Background: an optimization exercise with open tools, aiming at a short achievable clock period and few clock cycles. Do not read the settings as production practice.
The RTL was checked by simulation tests, not by an equivalence proof against the original design.

==> config.mk <==
export PLATFORM = sky130hd
export DESIGN_NAME = cf_cpu
export DESIGN_NICKNAME = cf_cpu
export VERILOG_FILES = /design/flow/design.v
export SDC_FILE = /design/flow/constraint.sdc
export NUM_CORES = 4
export LEC_CHECK = 0
export CAP_MARGIN = 20
export CORE_MARGIN = 2
export CORE_UTILIZATION = 40
export SLEW_MARGIN = 20
==> constraint.sdc <==
create_clock -name core_clock -period 7.5 [get_ports {clk}]
set_input_delay 1.5000 -clock core_clock [delete_from_list [all_inputs] [get_ports {clk}]]
set_output_delay 1.5000 -clock core_clock [all_outputs]
set_load 0.01 [all_outputs]
==> design.v <==
`timescale 1ns/1ps
`default_nettype none
module serial_divide
	#(parameter
		BIT_WIDTH=16
	)(
	input wire clk,
	input wire rst_n,
	input wire [BIT_WIDTH-1:0] num,
	input wire [BIT_WIDTH-1:0] denom,
	input wire valid,
	output reg ready,
	output reg [BIT_WIDTH-1:0] quotient,
	output reg [BIT_WIDTH-1:0] remainder);
	reg [BIT_WIDTH-1:0] num_l;
	reg [BIT_WIDTH-1:0] denom_l;
	reg [BIT_WIDTH-1:0] tmp;
	reg [1:0] fsm_state;
	localparam
		FSM_IDLE      = 0,				 
		FSM_DONE      = 1,				 
		FSM_NORMALIZE = 2,				 
		FSM_REDUCE    = 3;				 
	always @(posedge clk) begin
		if (!rst_n) begin
			ready     <= 0;
			fsm_state <= FSM_IDLE;
		end else begin
			case(fsm_state)
				FSM_IDLE:
					begin
						if (valid) begin
							quotient  <= 0;
							remainder <= 0;
							num_l     <= num;
							denom_l   <= denom;
							tmp	      <= 1;
							if (num < denom || denom == 0) begin
								remainder <= denom > 0 ? num : 0;
								ready     <= 1;
								fsm_state <= FSM_DONE;
							end else begin
								fsm_state <= FSM_NORMALIZE;
							end
						end	
					end
				FSM_NORMALIZE:
					begin
						if ({denom_l, 1'b0} <= {1'b0, num_l}) begin
							denom_l <= {denom_l[BIT_WIDTH-2:0], 1'b0};
							tmp     <= {tmp[BIT_WIDTH-2:0], 1'b0};
						end else begin
							fsm_state <= FSM_REDUCE;
						end
					end
				FSM_REDUCE:
					begin
						if (denom_l <= num_l) begin
							quotient <= quotient + tmp;
							num_l    <= num_l - denom_l;
						end else begin
							denom_l  <= {1'b0, denom_l[BIT_WIDTH-1:1]};
							tmp		 <= {1'b0, tmp[BIT_WIDTH-1:1]};
							if (tmp == 1) begin
								remainder <= num_l;
								ready     <= 1;
								fsm_state <= FSM_DONE;
							end
						end
					end
				FSM_DONE:
					begin
						if (!valid) begin
							ready     <= 0;
							fsm_state <= FSM_IDLE;
						end
					end
				default: fsm_state <= FSM_IDLE;
			endcase
		end
	end
endmodule
`default_nettype none
`timescale 1ns/1ps
module cf_cpu #(
	parameter TOP_VER     = 8'h00,
    parameter BOOT_VECTOR = 16'hF000,
    parameter USE_BARREL  = 1            
)(
	input wire clk,
	input wire rst_n,
	output reg [16:0] bus_address,		 
	output reg bus_wr_en,				 
	output reg bus_io_flag,				 
	output reg bus_burst,				 
	output reg [15:0] bus_data_in,		 
	output reg bus_enable,				 
	input wire bus_ready,				 
	input wire [15:0] bus_data_out		 
);
	reg [15:0] reg_ACC;
	reg [15:0] reg_INDEX;
    reg [15:0] reg_R[0:1];
	reg [15:0] reg_SP;
	reg [15:0] reg_PC;
	reg [7:0]  reg_flags;  				 
	reg [15:0] reg_alt;
	reg [7:0]  cur_opcode;				 
    reg [7:0]  cur_opcode2;
	reg [15:0] reg_operand;				 
	reg 	   reg_operand_16;			 
	reg [15:0] switch_table_addr;		 
	reg [15:0] switch_addr;				 
    reg [15:0] cycle_count;              
	localparam
		FLAG_SLT = 0,
		FLAG_SGT = 1,
		FLAG_ULT = 2,
		FLAG_UGT = 3,
		FLAG_EQ  = 4;
	reg [3:0]  fsm_state;
	localparam
		FSM_FETCH_OPCODE                  = 0,
		FSM_FETCH_ALU_OPERAND_00_97       = 1,		 
		FSM_FETCH_ALU_OPERAND2_00_97      = 2,
		FSM_EXECUTE_ALU_OPCODE_00_97      = 3,
		FSM_FETCH_ALU_OPERAND_98_B7       = 4,		 
		FSM_FETCH_ALU_OPERAND_98_B7_STORE = 5,  	 
		FSM_EXECUTE_OPCODE_C8_CF          = 6,		 
		FSM_EXECUTE_OPERAND_D0_D9         = 7,		 
		FSM_OPCODE_D8_1                   = 8,
		FSM_EXECUTE_OPERAND_DA_DF         = 9,		 
		FSM_EXECUTE_OPERAND_E0_FF         = 10,		 
		FSM_SWITCH_LOAD_ADDR              = 11,		 
		FSM_SWITCH_LOAD_VALUE		      = 12;
	reg cf_start_fetch;
	reg [15:0] sd_num;
	reg [15:0] sd_denom;
	reg sd_valid;
	wire sd_ready;
	wire [15:0] sd_quotient;
	wire [15:0] sd_remainder;
	serial_divide divider(
		.clk(clk),
		.rst_n(rst_n),
		.num(sd_num), .denom(sd_denom), .valid(sd_valid),
		.ready(sd_ready), .quotient(sd_quotient), .remainder(sd_remainder));
    reg [31:0] temp_mult;
	always @(posedge clk) begin
		if (!rst_n) begin
			bus_enable   <= 0;
			reg_PC       <= BOOT_VECTOR;
			fsm_state    <= FSM_FETCH_OPCODE;
			sd_valid	 <= 0;
			cf_start_fetch <= 0;
            cycle_count  <= 0;
		end else begin
			cf_start_fetch <= 1'b0;
            cycle_count <= cycle_count + 1'b1;
			case(fsm_state)
				FSM_FETCH_OPCODE:
					begin
						if (!bus_enable) begin
							cf_start_fetch <= 1'b1;
							bus_enable  <= 1'b1;
							bus_wr_en   <= 1'b0;
							bus_io_flag <= 1'b0;
							bus_burst   <= 1'b1;
							bus_address <= {1'b0, reg_PC};
						end else if (bus_enable && bus_ready) begin
							reg_PC      <= reg_PC + 1'b1;
							cur_opcode  <= bus_data_out[7:0];
                            cur_opcode2 <= bus_data_out[15:8];
							bus_enable  <= 1'b0;
                            bus_burst   <= 1'b0;
                            case (1'b1)
                                (bus_data_out[7:0] <= 8'h97): begin
                                    fsm_state      <= FSM_FETCH_ALU_OPERAND_00_97;
                                    reg_operand_16 <= ~bus_data_out[3];
                                end
                                (bus_data_out[7:0] >= 8'h98 && bus_data_out[7:0] <= 8'hB7): begin
                                    fsm_state 		<= FSM_FETCH_ALU_OPERAND_98_B7;
                                    reg_operand_16 	<= (bus_data_out[7:4] == 4'hB) ? 1'b1 : ~bus_data_out[3];  
                                end
                                (bus_data_out[7:0] >= 8'hB8 && bus_data_out[7:0] <= 8'hC7): begin
                                    fsm_state		<= FSM_FETCH_ALU_OPERAND_00_97;
                                    reg_operand_16  <= 0;
                                end
                                (bus_data_out[7:0] >= 8'hC8 && bus_data_out[7:0] <= 8'hCF): begin
                                    fsm_state <= FSM_EXECUTE_OPCODE_C8_CF;
                                end
                                (bus_data_out[7:0] >= 8'hD0 && bus_data_out[7:0] <= 8'hD9): begin
                                    fsm_state <= FSM_EXECUTE_OPERAND_D0_D9;
                                end
                                (bus_data_out[7:0] >= 8'hDA && bus_data_out[7:0] <= 8'hDF): begin
                                    fsm_state <= FSM_EXECUTE_OPERAND_DA_DF;
                                end
                                (bus_data_out[7:0] >= 8'hE0): begin
                                    fsm_state <= FSM_EXECUTE_OPERAND_E0_FF;
                                end 
							endcase
						end
					end
				FSM_FETCH_ALU_OPERAND_00_97:
					begin
						if (!bus_enable) begin
							bus_enable  <= 1'b1;
                            bus_burst   <= 1'b1;
							case(cur_opcode[2:0])
								0:  
									begin
                                        if (reg_operand_16) begin
                                            bus_address <= {1'b0, reg_PC};
                                            reg_PC 		<= reg_PC + 1'b1 + reg_operand_16;
                                            bus_burst   <= reg_operand_16;		 
                                        end else begin
                                            bus_enable  <= 1'b0;
                                            reg_operand <= {8'b0, cur_opcode2};
                                            reg_PC      <= reg_PC + 1'b1;
                                            fsm_state   <= FSM_EXECUTE_ALU_OPCODE_00_97;
                                        end
									end
								1:  
									begin
										bus_address <= {1'b0, reg_PC};		 
										reg_PC 		<= reg_PC + 16'd2;
									end
								2:  
									begin
										bus_address <= {1'b1, reg_INDEX};	 
										bus_burst   <= reg_operand_16;		 
									end
								3:  
									begin
										bus_address <= {1'b1, reg_INDEX + {8'b0, cur_opcode2}};
										bus_burst   <= reg_operand_16;
										fsm_state   <= FSM_FETCH_ALU_OPERAND2_00_97;
                                        reg_PC      <= reg_PC + 1'b1;
									end
								4:  
									begin
										bus_address <= {1'b1, reg_SP + {8'b0, cur_opcode2}};
										bus_burst   <= reg_operand_16;
										fsm_state   <= FSM_FETCH_ALU_OPERAND2_00_97;
                                        reg_PC      <= reg_PC + 1'b1;
									end
								5, 6:  
									begin
										bus_address <= {1'b1, reg_SP};		 
										reg_SP      <= reg_SP + 16'd2;		 
									end
								7:  
									begin
										bus_address <= {1'b1, reg_SP};		 
									end
							endcase
						end else if (bus_enable && bus_ready) begin					 
							bus_enable <= 1'b0;
							case(cur_opcode[2:0])
								0:  
									begin
										reg_operand <= bus_data_out;
										fsm_state   <= FSM_EXECUTE_ALU_OPCODE_00_97;
									end
								1:  
									begin
										bus_address <= {1'b1, bus_data_out};
										bus_burst   <= reg_operand_16;
										fsm_state   <= FSM_FETCH_ALU_OPERAND2_00_97;
									end
								2:  
									begin
										reg_operand <= bus_data_out;
										fsm_state   <= FSM_EXECUTE_ALU_OPCODE_00_97;
									end
								5:  
									begin
										reg_operand <= bus_data_out;
										fsm_state   <= FSM_EXECUTE_ALU_OPCODE_00_97;
									end
								6:  
									begin
										bus_address <= {1'b1, bus_data_out};
										bus_burst   <= reg_operand_16;
										fsm_state   <= FSM_FETCH_ALU_OPERAND2_00_97;
									end
								7:  
									begin
										bus_address <= {1'b1, bus_data_out};
										bus_burst   <= reg_operand_16;
										fsm_state   <= FSM_FETCH_ALU_OPERAND2_00_97;
									end
							endcase
						end
					end
				FSM_FETCH_ALU_OPERAND2_00_97:
					begin
						if (!bus_enable) begin
							bus_enable  <= 1'b1;
						end else if (bus_enable && bus_ready) begin
							bus_enable  <= 1'b0;
							reg_operand <= bus_data_out;					 
							fsm_state   <= FSM_EXECUTE_ALU_OPCODE_00_97;
						end
					end
				FSM_EXECUTE_ALU_OPCODE_00_97:
					begin
						fsm_state <= FSM_FETCH_OPCODE;
						bus_enable  <= 1'b1;
						bus_wr_en   <= 1'b0;
						bus_io_flag <= 1'b0;
						bus_burst   <= 1'b1;
						bus_address <= {1'b0, reg_PC};
						case(cur_opcode[7:4])
							4'h0:  
								begin
									reg_ACC <= reg_operand;
								end
							4'h1:  
								begin
									reg_ACC <= reg_ACC + reg_operand;
								end
							4'h2:  
								begin
									reg_ACC <= reg_ACC - reg_operand;
								end
							4'h3:  
								begin
                                    if (bus_enable == 1'b0) begin
                                        fsm_state <= fsm_state;
                                        temp_mult <= {reg_ACC, reg_operand};
                                    end else begin
                                        {reg_alt,reg_ACC} <= temp_mult[15:0] * temp_mult[31:16];
                                    end
								end
							4'h4:  
								begin
									fsm_state <= fsm_state;			 
                                    sd_valid  <= ~sd_ready;
                                    sd_num   <= reg_ACC;
                                    sd_denom <= reg_operand;
									if (sd_ready) begin
										fsm_state <= FSM_FETCH_OPCODE;
										reg_ACC   <= sd_quotient;						 
										reg_alt   <= sd_remainder;
									end
								end
							4'h5:  
								begin
									reg_ACC <= reg_ACC & reg_operand;
								end
							4'h6:  
								begin
									reg_ACC <= reg_ACC | reg_operand;
								end
							4'h7:  
								begin
									reg_ACC <= reg_ACC ^ reg_operand;
								end
							4'h8:  
								begin
									reg_flags[FLAG_EQ]  <= (reg_ACC == reg_operand) ? 1'b1 : 1'b0;
									reg_ACC             <= (reg_ACC == reg_operand) ? 16'd1 : 16'd0;
									if (reg_operand_16) begin
										reg_flags[FLAG_SLT] <= ($signed(reg_ACC) < $signed(reg_operand)) ? 1'b1 : 1'b0;
										reg_flags[FLAG_SGT] <= ($signed(reg_ACC) > $signed(reg_operand)) ? 1'b1 : 1'b0;
									end else begin
										reg_flags[FLAG_SLT] <= ($signed(reg_ACC[7:0]) < $signed(reg_operand[7:0])) ? 1'b1 : 1'b0;
										reg_flags[FLAG_SGT] <= ($signed(reg_ACC[7:0]) > $signed(reg_operand[7:0])) ? 1'b1 : 1'b0;
									end
									reg_flags[FLAG_ULT] <= (reg_ACC < reg_operand) ? 1'b1 : 1'b0;
									reg_flags[FLAG_UGT] <= (reg_ACC > reg_operand) ? 1'b1 : 1'b0;
								end
							4'h9:  
								begin
									reg_INDEX <= reg_operand;
								end
							default:
								begin
									case(cur_opcode[7:3])
										5'h17:  
											begin
                                                if (USE_BARREL == 1) begin
                                                    if (bus_enable == 1'b0) begin
                                                        fsm_state      <= fsm_state;
                                                        temp_mult[3:0] <= reg_operand[3:0];
                                                    end else begin
                                                        reg_ACC <= reg_ACC >> temp_mult[3:0];
                                                    end
                                                end else begin
                                                    if (reg_operand != 0) begin
                                                        reg_ACC 	<= {1'b0, reg_ACC[15:1]};
                                                        reg_operand <= reg_operand - 1'b1;
                                                        fsm_state 	<= fsm_state;
                                                    end
                                                end
                                            end
										5'h18:  
											begin
                                                if (USE_BARREL == 1) begin
                                                    if (bus_enable == 1'b0) begin
                                                        fsm_state      <= fsm_state;
                                                        temp_mult[3:0] <= reg_operand[3:0];
                                                    end else begin
                                                        reg_ACC <= reg_ACC << temp_mult[3:0];
                                                    end
                                                end else begin
                                                    if (reg_operand != 0) begin
                                                        reg_ACC		<= {reg_ACC[14:0], 1'b0};
                                                        reg_operand <= reg_operand - 1'b1;
                                                        fsm_state   <= fsm_state;
                                                    end
                                                end
											end
										default: begin end
									endcase
								end
						endcase
					end
				FSM_FETCH_ALU_OPERAND_98_B7:								 
					begin
						if (!bus_enable) begin				 
							bus_enable  <= 1'b1;
							bus_wr_en   <= 1'b0;
                            bus_burst   <= 1'b1;
							bus_data_in <= (cur_opcode[7:4] == 4'hA) ? reg_ACC : reg_INDEX;  
							case(cur_opcode[2:0])
								1:  
									begin
										bus_address <= {1'b0, reg_PC};		 
										reg_PC 		<= reg_PC + 16'd2;
									end
								2:  
									begin
										bus_enable  <= 1'b0;
										bus_address <= {1'b0, reg_INDEX};
										fsm_state   <= FSM_FETCH_ALU_OPERAND_98_B7_STORE;
										bus_burst   <= reg_operand_16;									 
									end
								3:  
									begin
										bus_enable  <= 1'b0;
                                        fsm_state   <= FSM_FETCH_ALU_OPERAND_98_B7_STORE;
										bus_address <= {1'b0, reg_INDEX + cur_opcode2};
										reg_PC 		<= reg_PC + 1'b1;
										bus_burst   <= reg_operand_16;									 
									end
								4:  
									begin
										bus_enable  <= 1'b0;
                                        fsm_state   <= FSM_FETCH_ALU_OPERAND_98_B7_STORE;
										bus_address <= {1'b0, reg_SP + cur_opcode2};
										reg_PC 		<= reg_PC + 1'b1;
										bus_burst   <= reg_operand_16;									 
									end
								6:  
									begin
										bus_address <= {1'b1, reg_SP};		 
										if (cur_opcode[7:4] != 4'h9) begin   
											reg_SP <= reg_SP + 16'd2;
										end
									end
								7:  
									begin
										bus_address <= {1'b1, reg_SP};		 
									end
								default:  
									begin end
							endcase
						end else if (bus_enable && bus_ready) begin					 
							bus_enable  <= 1'b0;
							fsm_state   <= FSM_FETCH_ALU_OPERAND_98_B7_STORE;
							bus_burst   <= reg_operand_16;									 
                            bus_address <= {1'b1, bus_data_out};
						end
					end
				FSM_FETCH_ALU_OPERAND_98_B7_STORE:
					begin
						if (!bus_enable) begin
							if (cur_opcode[7:4] == 4'h9) begin  
								reg_INDEX <= bus_address[15:0];
								fsm_state <= FSM_FETCH_OPCODE;
							end else begin						 
								bus_wr_en  <= 1'b1;
								bus_enable <= 1'b1;
							end
						end else if (bus_enable && bus_ready) begin
							bus_wr_en  <= 1'b0;
							bus_enable <= 1'b0;
							fsm_state  <= FSM_FETCH_OPCODE;
						end
					end
				FSM_EXECUTE_OPCODE_C8_CF:  
					begin
						fsm_state <= FSM_FETCH_OPCODE;
						bus_enable  <= 1'b1;
						bus_wr_en   <= 1'b0;
						bus_io_flag <= 1'b0;
						bus_burst   <= 1'b1;
						bus_address <= {1'b0, reg_PC };
						case(cur_opcode[3:0])
							4'h8:  
								reg_ACC <= { 15'b0, reg_flags[FLAG_SLT] };
							4'h9:  
								reg_ACC <= { 15'b0, reg_flags[FLAG_SLT] | reg_flags[FLAG_EQ] };
							4'hA:  
								reg_ACC <= { 15'b0, reg_flags[FLAG_SGT] };
							4'hB:  
								reg_ACC <= { 15'b0, reg_flags[FLAG_SGT] | reg_flags[FLAG_EQ] };
							4'hC:  
								reg_ACC <= { 15'b0, reg_flags[FLAG_ULT] };
							4'hD:  
								reg_ACC <= { 15'b0, reg_flags[FLAG_ULT] | reg_flags[FLAG_EQ] };
							4'hE:  
								reg_ACC <= { 15'b0, reg_flags[FLAG_UGT] };
							4'hF:  
								reg_ACC <= { 15'b0, reg_flags[FLAG_UGT] | reg_flags[FLAG_EQ] };
							default: begin end
						endcase
					end
				FSM_EXECUTE_OPERAND_D0_D9:  
					begin
						if (!bus_enable) begin
							bus_enable  <= 1'b1;
							bus_wr_en   <= 1'b0;
							bus_io_flag <= 1'b0;
                            bus_burst   <= 1'b1;
							case(cur_opcode[3:0])
								4'h0, 4'h1, 4'h2:  
									begin
										bus_address <= {1'b0, reg_PC};
										reg_PC      <= reg_PC + 16'd2;
									end
								4'h3:  
									begin
										reg_PC <= reg_PC + 1'b1 + { {8{cur_opcode2[7]}}, cur_opcode2[7:0] };
                                        bus_enable <= 1'b0;
                                        fsm_state <= FSM_FETCH_OPCODE;
									end
								4'h4:  
									begin
										if (reg_ACC == 0) begin
											reg_PC <= reg_PC + 1'b1 + { {8{cur_opcode2[7]}}, cur_opcode2[7:0] };
										end else begin
                                            reg_PC <= reg_PC + 1'b1;
                                        end
                                        bus_enable <= 1'b0;
                                        fsm_state <= FSM_FETCH_OPCODE;
									end
								4'h5:  
									begin
										if (reg_ACC != 0) begin
											reg_PC <= reg_PC + 1'b1 + { {8{cur_opcode2[7]}}, cur_opcode2[7:0] };
										end	else begin
                                            reg_PC <= reg_PC + 1'b1;
                                        end
                                        bus_enable <= 1'b0;
                                        fsm_state <= FSM_FETCH_OPCODE;
									end
								4'h6:  
									begin
										bus_enable  <= 1'b0;
										reg_PC	    <= reg_ACC;
										fsm_state   <= FSM_FETCH_OPCODE;
									end
								4'h7:  
									begin
										bus_enable        <= 1'b0;
										bus_address 	  <= {1'b0, reg_INDEX};
										switch_table_addr <= reg_INDEX;
										fsm_state   	  <= FSM_SWITCH_LOAD_ADDR;
									end
								4'h8:  
									begin
										bus_address <= {1'b0, reg_PC};
										reg_PC      <= reg_PC + 16'd2;
									end
								4'h9:  
									begin
										bus_address <= {1'b1, reg_SP};
										reg_SP      <= reg_SP + 16'd2;
									end
								default: begin end
							endcase
						end else if (bus_enable && bus_ready) begin							 
							bus_enable <= 1'b0;
							fsm_state  <= FSM_FETCH_OPCODE;
							case(cur_opcode[3:0])
								4'h0:  
									begin
										reg_PC <= bus_data_out;
									end
								4'h1:  
									begin
										if (reg_ACC == 0) begin
											reg_PC <= bus_data_out;
										end
									end
								4'h2:  
									begin
										if (reg_ACC != 0) begin
											reg_PC <= bus_data_out;
										end
									end
								4'h8:  
									begin
										fsm_state <= FSM_OPCODE_D8_1;			 
										bus_address <= {1'b1, reg_SP - 16'd2};
										bus_data_in <= reg_PC;
										bus_wr_en   <= 1'b1;
										reg_SP      <= reg_SP - 16'd2;
										reg_PC      <= bus_data_out;
									end
								4'h9:  
									begin
										reg_PC <= bus_data_out;
									end
								default: begin end  
							endcase
						end
					end
				FSM_OPCODE_D8_1:  
					begin
						if (!bus_enable) begin
							bus_enable <= 1'b1;
						end else if (bus_enable && bus_ready) begin
							bus_enable <= 1'b0;
							bus_wr_en  <= 1'b0;
							fsm_state  <= FSM_FETCH_OPCODE;
						end
					end
				FSM_EXECUTE_OPERAND_DA_DF:  
					begin
						if (!bus_enable) begin
							bus_enable  <= 1'b1;
							bus_wr_en   <= 1'b0;
							bus_io_flag <= 1'b0;
							bus_burst   <= 1'b1;
							case(cur_opcode[3:0])
								4'hA:  
									begin
                                        bus_address <= {1'b0, reg_PC + 1'b1 };
										reg_PC      <= reg_PC + 1'b1;
                                        reg_SP      <= reg_SP - cur_opcode2;
                                        fsm_state   <= FSM_FETCH_OPCODE;
									end
								4'hB:  
									begin
                                        bus_address <= {1'b0, reg_PC + 1'b1 };
										reg_PC      <= reg_PC + 1'b1;
                                        reg_SP      <= reg_SP + cur_opcode2;
                                        fsm_state   <= FSM_FETCH_OPCODE;
									end
								4'hC:  
									begin
										bus_wr_en    <= 1'b1;
										bus_address  <= {1'b1, reg_SP - 16'd2};
										bus_data_in  <= reg_ACC;
										reg_SP	     <= reg_SP - 16'd2;
									end
								4'hD:  
									begin
										bus_wr_en    <= 1'b1;
										bus_address  <= {1'b1, reg_SP - 16'd2};
										bus_data_in  <= reg_INDEX;
										reg_SP	     <= reg_SP - 16'd2;
									end
								4'hE:  
									begin
                                        bus_address  <= {1'b0, reg_PC};
										reg_SP    <= reg_ACC;
										fsm_state <= FSM_FETCH_OPCODE;
									end
								4'hF:  
									begin
                                        bus_address  <= {1'b0, reg_PC};
										reg_ACC   <= reg_SP;
										fsm_state <= FSM_FETCH_OPCODE;
									end
								default: begin end  
							endcase
						end else if (bus_enable && bus_ready) begin
							bus_enable <= 1'b0;
							fsm_state  <= FSM_FETCH_OPCODE;
						end
					end
				FSM_EXECUTE_OPERAND_E0_FF:  
					begin
						if (!bus_enable) begin
							fsm_state <= FSM_FETCH_OPCODE;
							bus_enable  <= 1'b1;
							bus_wr_en   <= 1'b0;
							bus_io_flag <= 1'b0;
							bus_burst   <= 1'b1;
							bus_address <= {1'b0, reg_PC};
							case(cur_opcode[4:0])
								5'h00:  
									reg_ACC <= 0;
								5'h01:  
									reg_ACC <= ~reg_ACC;
								5'h02:  
									reg_ACC <= -reg_ACC;
								5'h03:  
									reg_ACC <= reg_ACC == 0 ? 16'd1 : 16'd0;
								5'h04:  
									reg_ACC <= reg_ACC + 1'b1;
								5'h05:  
									reg_ACC <= reg_ACC - 1'b1;
								5'h06:  
									reg_INDEX <= reg_ACC;
								5'h07:  
									reg_ACC <= reg_INDEX;
								5'h08:  
									reg_INDEX <= reg_INDEX + reg_ACC;
								5'h09:  
									reg_ACC <= reg_alt;
								5'h0A, 5'h0B:  
									begin
                                        fsm_state   <= fsm_state;
                                        bus_io_flag <= 1'b1;
                                        bus_address <= {1'b0, 8'b0, cur_opcode2};
                                        bus_data_in <= reg_ACC;
                                        bus_wr_en   <= cur_opcode[3:0] == 4'hA ? 1'b1 : 1'b0;   
                                        reg_PC      <= reg_PC + 1'b1;
									end
                                5'h0D:  
                                    reg_ACC   <= {TOP_VER, 8'h06};
                                5'h0E:  
                                    begin
                                        reg_ACC     <= cycle_count;
                                        cycle_count <= 16'b0;
                                    end
                                5'h0F:  
                                    reg_R[0] <= reg_ACC;
                                5'h10:  
                                    reg_R[1] <= reg_ACC;
                                5'h11:  
                                    reg_ACC <= reg_R[0];
                                5'h12:  
                                    reg_ACC <= reg_R[1];
                                5'h13:  
                                    begin
                                        reg_ACC <= reg_R[0];
                                        reg_R[0] <= reg_ACC;
                                    end
                                5'h14:  
                                    begin
                                        reg_ACC <= reg_R[1];
                                        reg_R[1] <= reg_ACC;
                                    end
                                5'h15:  
                                    begin
                                        reg_ACC  <= reg_R[0] - 1'b1;
                                        reg_R[0] <= reg_R[0] - 1'b1;
                                    end
                                5'h16:  
                                    begin
                                        reg_ACC  <= reg_R[1] - 1'b1;
                                        reg_R[1] <= reg_R[1] - 1'b1;
                                    end
                                5'h17:  
                                    reg_R[0] <= reg_R[0] + reg_ACC;
                                5'h18:  
                                    reg_R[1] <= reg_R[1] + reg_ACC;
                                5'h19:  
                                    begin
                                        reg_INDEX <= reg_R[0] + 1'b1;
                                        reg_R[0]  <= reg_R[0] + 1'b1;
                                    end
                                5'h1A:  
                                    begin
                                        reg_INDEX <= reg_R[1] + 1'b1;
                                        reg_R[1]  <= reg_R[1] + 1'b1;
                                    end
                                default: begin end
							endcase
						end else if (bus_enable && bus_ready) begin
							if (cur_opcode == 8'hEB || (bus_address[7:2] == 6'b111100)) begin	 
								reg_ACC <= bus_data_out;
							end
							bus_enable  <= 1'b0;
							bus_io_flag <= 1'b0;
                            bus_wr_en   <= 1'b0;
							fsm_state   <= FSM_FETCH_OPCODE;
						end
                    end
				FSM_SWITCH_LOAD_ADDR:  
					begin
						if (!bus_enable) begin
							bus_enable 		  <= 1'b1;
							switch_table_addr <= switch_table_addr + 16'd2;
						end else if (bus_enable && bus_ready) begin
							switch_addr <= bus_data_out;
							bus_enable  <= 1'b0;
							bus_address <= {1'b0, switch_table_addr};
							fsm_state   <= FSM_SWITCH_LOAD_VALUE;
						end
					end
				FSM_SWITCH_LOAD_VALUE:  
					begin
						if (!bus_enable) begin
							bus_enable 		  <= 1'b1;
							switch_table_addr <= switch_table_addr + 16'd2;
						end else if (bus_enable && bus_ready) begin
							bus_enable <= 1'b0;
                            fsm_state  <= FSM_FETCH_OPCODE;
							if (switch_addr == 0) begin				 
								reg_PC    <= bus_data_out;
							end else if (bus_data_out == reg_ACC) begin					 
								reg_PC    <= switch_addr;
							end else begin										 
								bus_address <= {1'b0, switch_table_addr};
								fsm_state   <= FSM_SWITCH_LOAD_ADDR;
							end
						end
					end					
				default:
					fsm_state <= FSM_FETCH_OPCODE;
			endcase
		end
	end
endmodule
==> run.sh <==
#!/bin/bash
# synth_recipe.tcl (not shown) runs the flow's synth.tcl, then flattens the netlist and writes it again
# the make line also repeats each setting of config.mk as NAME=value (left out here)
make -C /OpenROAD-flow-scripts/flow DESIGN_CONFIG=/design/flow/config.mk WORK_HOME=/design/flow/orfs CLKGATE_MAP_FILE= SYNTH_SCRIPT=/design/flow/synth_recipe.tcl finish
==> impl_metrics.json <==
{
  "h-tree-depth": 2,
  "cts_root_buf": "clkbuf_16",
  "synth_compound_area_share_pct": 24.1,
  "synth_enable_flop_cells": 346,
  "muxShareOfSynthArea_pct": 2.35,
  "clock_latency_ns": 0.68,
  "leakage_nw": 19.4,
  "routed_wirelength_mm": 213,
  "via_per_inst": 6.68,
  "ys_warn_count": 3,
  "total_power_w": 0.0102,
  "finClkSkew_ns": 0.0445,
  "synth_cell_types": 101,
  "first_iter_violations": 7475,
  "grt_pass1_wl_mm": 305,
  "crit_path_cell_trace": "and2_1 > fa_1 > inv_1 > fa_1 > inv_1 > fa_1 > fa_1 > fa_1 > inv_1 > fa_1 > inv_1 > ha_1 > nand3_1 > a2111oi_0 > a22o_1 > o21a_1 > o41ai_1 > and3_1 > o31ai_1",
  "fmax_mhz": 143,
  "finalInstanceArea_sq_um": 50000,
  "numCtsBuffers": 49,
  "clockPowerShare_pct": 24.7,
  "drc": 0,
  "max_stage_delay_ns": 0.92,
  "slew_headroom_pct": 20.4,
  "post_cts_buffers": 0,
  "dpl.hpwl_mm": 155,
  "synth_simple_gate_area_share_pct": 19.1,
  "place_congestion": 1.04,
  "antenna_found_initial": 17,
  "synth-seq-cells": 387,
  "switching_share_pct": 45.6,
  "run_status": "finished clean",
  "timing_worst_setup_path_type": "reg -> reg",
  "area_growth_pct": 8.95,
  "antenna_left": 0,
  "io_buffers": 55,
  "ctsHoldBuffers": 0,
  "drive_gt1_share_pct": 6.76,
  "synth_top_family_by_area": "compound AO/OA/AOI/OAI gates",
  "grt_pass1_vias": 43400,
  "cpMostUsedCell": "fa_1",
  "clkTransAtPathRegs_ns": 0.06,
  "irDropWorstVdd_mv": 0.202,
  "dr.pass1.iters": 11,
  "yosys_most_used_dff": "edfxtp_1",
  "setup_violations": 0,
  "stdcell_count": 6991,
  "slew_violations": 0,
  "drt-wirelength-per-cell_um": 30.4,
  "syn_avg_cell_area_sq_um": 8.29,
  "synthCells": 5543,
  "slowest_stage": "a2111oi_0",
  "netlist_area_sq_um": 45900,
  "tns_ns": 0,
  "track_usage_pct": 35.2,
  "initial_utilization_pct": 40.2,
  "final_nets": 5981,
  "final.fill_count": 11500,
  "finalHoldViolCount": 0,
  "yosysSeqAreaShare_pct": 24.4,
  "hp-class": "reg -> reg",
  "async_flop_share_pct": 0,
  "mostFrequentLayoutCell": "nand2_1",
  "arrival_ns": 7.51,
  "die-area_sq_um": 118000,
  "critPathMaxFanout": 16,
  "p_sw_w": 0.00466,
  "multiInputGateArea_sq_um": 31900,
  "layout_worst_path_cycle_share_pct": 93.6,
  "synth_xor_xnor_area_share_pct": 5.55,
  "critPathRequiredTime_ns": 7.99,
  "start_kind": "flop",
  "cts.sinks": 387,
  "die_w_um": 343,
  "seqCellArea_sq_um": 11200,
  "maxCapViolCount": 0,
  "final_cell_mix": "nand2_1 (539), inv_1 (421), nor2_1 (404)",
  "endpoint_kind": "flop",
  "power_density_nw_per_um2": 204,
  "combPwrFrac_pct": 44.0,
  "synth_adder_area_share_pct": 17.8,
  "cts_tree": "done",
  "finalCriticalPeriod_ns": 7.02,
  "synth_nets": 6092,
  "clock_path_buffers": 3,
  "grt_overflow": 0,
  "place_area_sq_um": 48400,
  "rsz0062_at_grt": "no",
  "tightestPinTransition_ns": 1.19,
  "p_int_w": 0.00557,
  "dr_total_vias": 46700,
  "die-height_um": 343,
  "coreArea_sq_um": 114000,
  "io_pins": 56,
  "num_rows": 124,
  "seq_power_share_pct": 31.3,
  "post_cts_resized": 0,
  "place_inst": 6892,
  "grt_max_degree": 68
}
[Yosys cell counts, types with 22 or more instances]
library cell  count  area share, %
or3_1            55           0.75
edfxtp_1        346             23
a22oi_1          76            1.2
a31oi_1          59           0.80
a21oi_1         346            3.8
mux2i_1          81            1.8
a211oi_1         75            1.2
nor2_1          413            3.4
nand4_1          47           0.64
and2_1          148            2.0
a221o_1          35           0.76
o221ai_1         49           0.93
a2111oi_0        27           0.51
nand2_1         540            4.4
nand2b_1         47           0.64
a221oi_1         79            1.5
nor2b_1          67           0.91
dfxtp_1          41            1.8
nor3_1          137            1.5
a21o_1           59           0.96
buf_1            26           0.21
o21bai_1         34           0.56
ha_1            324            8.8
nor4_1           58           0.79
xor2_1          122            2.3
o211ai_1         68            1.1
and3_1           34           0.46
xnor2_1         169            3.2
buf_2            22           0.24
o31ai_1          26           0.42
inv_1           421            3.4
clkbuf_1        335            2.7
o21ai_0         338            3.7
nand3_1         118            1.3
o2111ai_1        32           0.61
fa_1            206            9.0
o21a_1           45           0.74
a222oi_1         32           0.70
o22ai_1          64           0.87
or2_2            22           0.30
[cell families after synthesis]
family / Yosys count
buf+inv: 813
xor+xnor: 291
simple gates: 1788
mux: 101
compound gates: 1633
flops: 387
fa+ha+maj: 530
[cell type report]
type | count | area share [%]
sequential | 387 | 22.4
clock inverter | 34 | 0.708
timing repair buffer | 225 | 3.64
tap | 1512 | 3.78
antenna | 8 | 0.0400
multi-input combinational | 4343 | 63.7
inverter | 426 | 3.20
clock buffer | 56 | 2.57
[per-layer routing]
layer	global-route usage [%]	wire length, um	share of wire (%)
met2	50.1	86900	41
met3	10.1	27200	13
met4	21.6	16200	7.6
met1	46.8	82200	39
met5	0	83	0.039
[final timing paths]
path	slack [ns]	endpoint	depth (start not counted)	start
worst min register to register	0.51	cycle_count[0]	1	cycle_count[0]
worst min-delay path	0.51	cycle_count[0]	1	cycle_count[0]
worst max register to register	0.48	reg_alt[13]	19	temp_mult[10]
worst max-delay path	0.48	reg_alt[13]	19	temp_mult[10]
[power groups by stage]
stage               clock, W  combinational (W)  sequential, W
floorplan                  0            0.00288        0.00286
global placement           0            0.00427        0.00319
detailed placement         0            0.00427        0.00318
CTS                  0.00255            0.00429        0.00314
global route         0.00262            0.00474        0.00318
finish               0.00252            0.00451        0.00320
[registers in the layout, indices dropped and copies added, names as in the netlist, 4 cells and up, named ones only]
signal             cells
sd_num                16
switch_table_addr     16
reg_alt               16
bus_address           17
reg_operand           16
divider.quotient      16
switch_addr           16
fsm_state              4
sd_denom              16
reg_R                 32
divider.tmp           16
reg_ACC               12
reg_PC                16
reg_SP                16
temp_mult             32
divider.denom_l       16
cur_opcode             8
bus_data_in           16
reg_INDEX             16
cur_opcode2            8
cycle_count           16
reg_flags              5
divider.num_l         16
divider.remainder     16
[stage by stage]
stage               hold WS [ns]  setup WS, ns  utilization [%]
global placement           0.481         0.677             42.4
detailed placement         0.487         0.631             42.4
finish                     0.510         0.484             43.8
floorplan                  0.441         0.179                -
global route               0.522         0.194             43.8
CTS                        0.502         0.612             43.8
[critical path: cells and delay by family, from the launching register on]
| family | cells | cell delay [ns] |
|---|---|---|
| AO/OA/AOI/OAI | 5 | 1.75 |
| adder cells (fa/ha/maj) | 7 | 3.52 |
| buffers and inverters | 4 | 0.22 |
| flip-flops | 1 | 0.66 |
| AND/OR/NAND/NOR | 3 | 0.66 |
Testbench counts, summed over its fixed seeds: cycles 315,103.

static timing again, ports no longer ideal:
The flow's constraints put no driver on any port. The routed layout listed below was extracted and timed again, unchanged, in two steps. Step 1 (the two cells are an assumption about what drives the block):
set clk [get_ports {clk}]
set_driving_cell -lib_cell sky130_fd_sc_hd__clkbuf_16 $clk
set_driving_cell -lib_cell sky130_fd_sc_hd__buf_2 [delete_from_list [all_inputs] $clk]
Step 2 adds t to the input delays and takes it off the output delays; t is the mean of the earliest and latest rising clock arrival at the registers after step 1. Input paths then give back, and output paths get back, about the clock's delay inside the block. Slacks: no drivers / after step 1 / after step 2; pairs: no drivers / after step 1.
t, ns: 0.732
slack for setup (ns): 0.484 / 0.484 / 0.484
hold WS [ns]: 0.510 / 0.510 / 0.510
worst setup path after step 2: register to register
worst data-port slew with drivers (ns): 0.08
After both steps setup and hold are still met in this run. For this run, drivers alone change the setup slack by 0.000 ns; drivers and shift together by 0.000 ns.
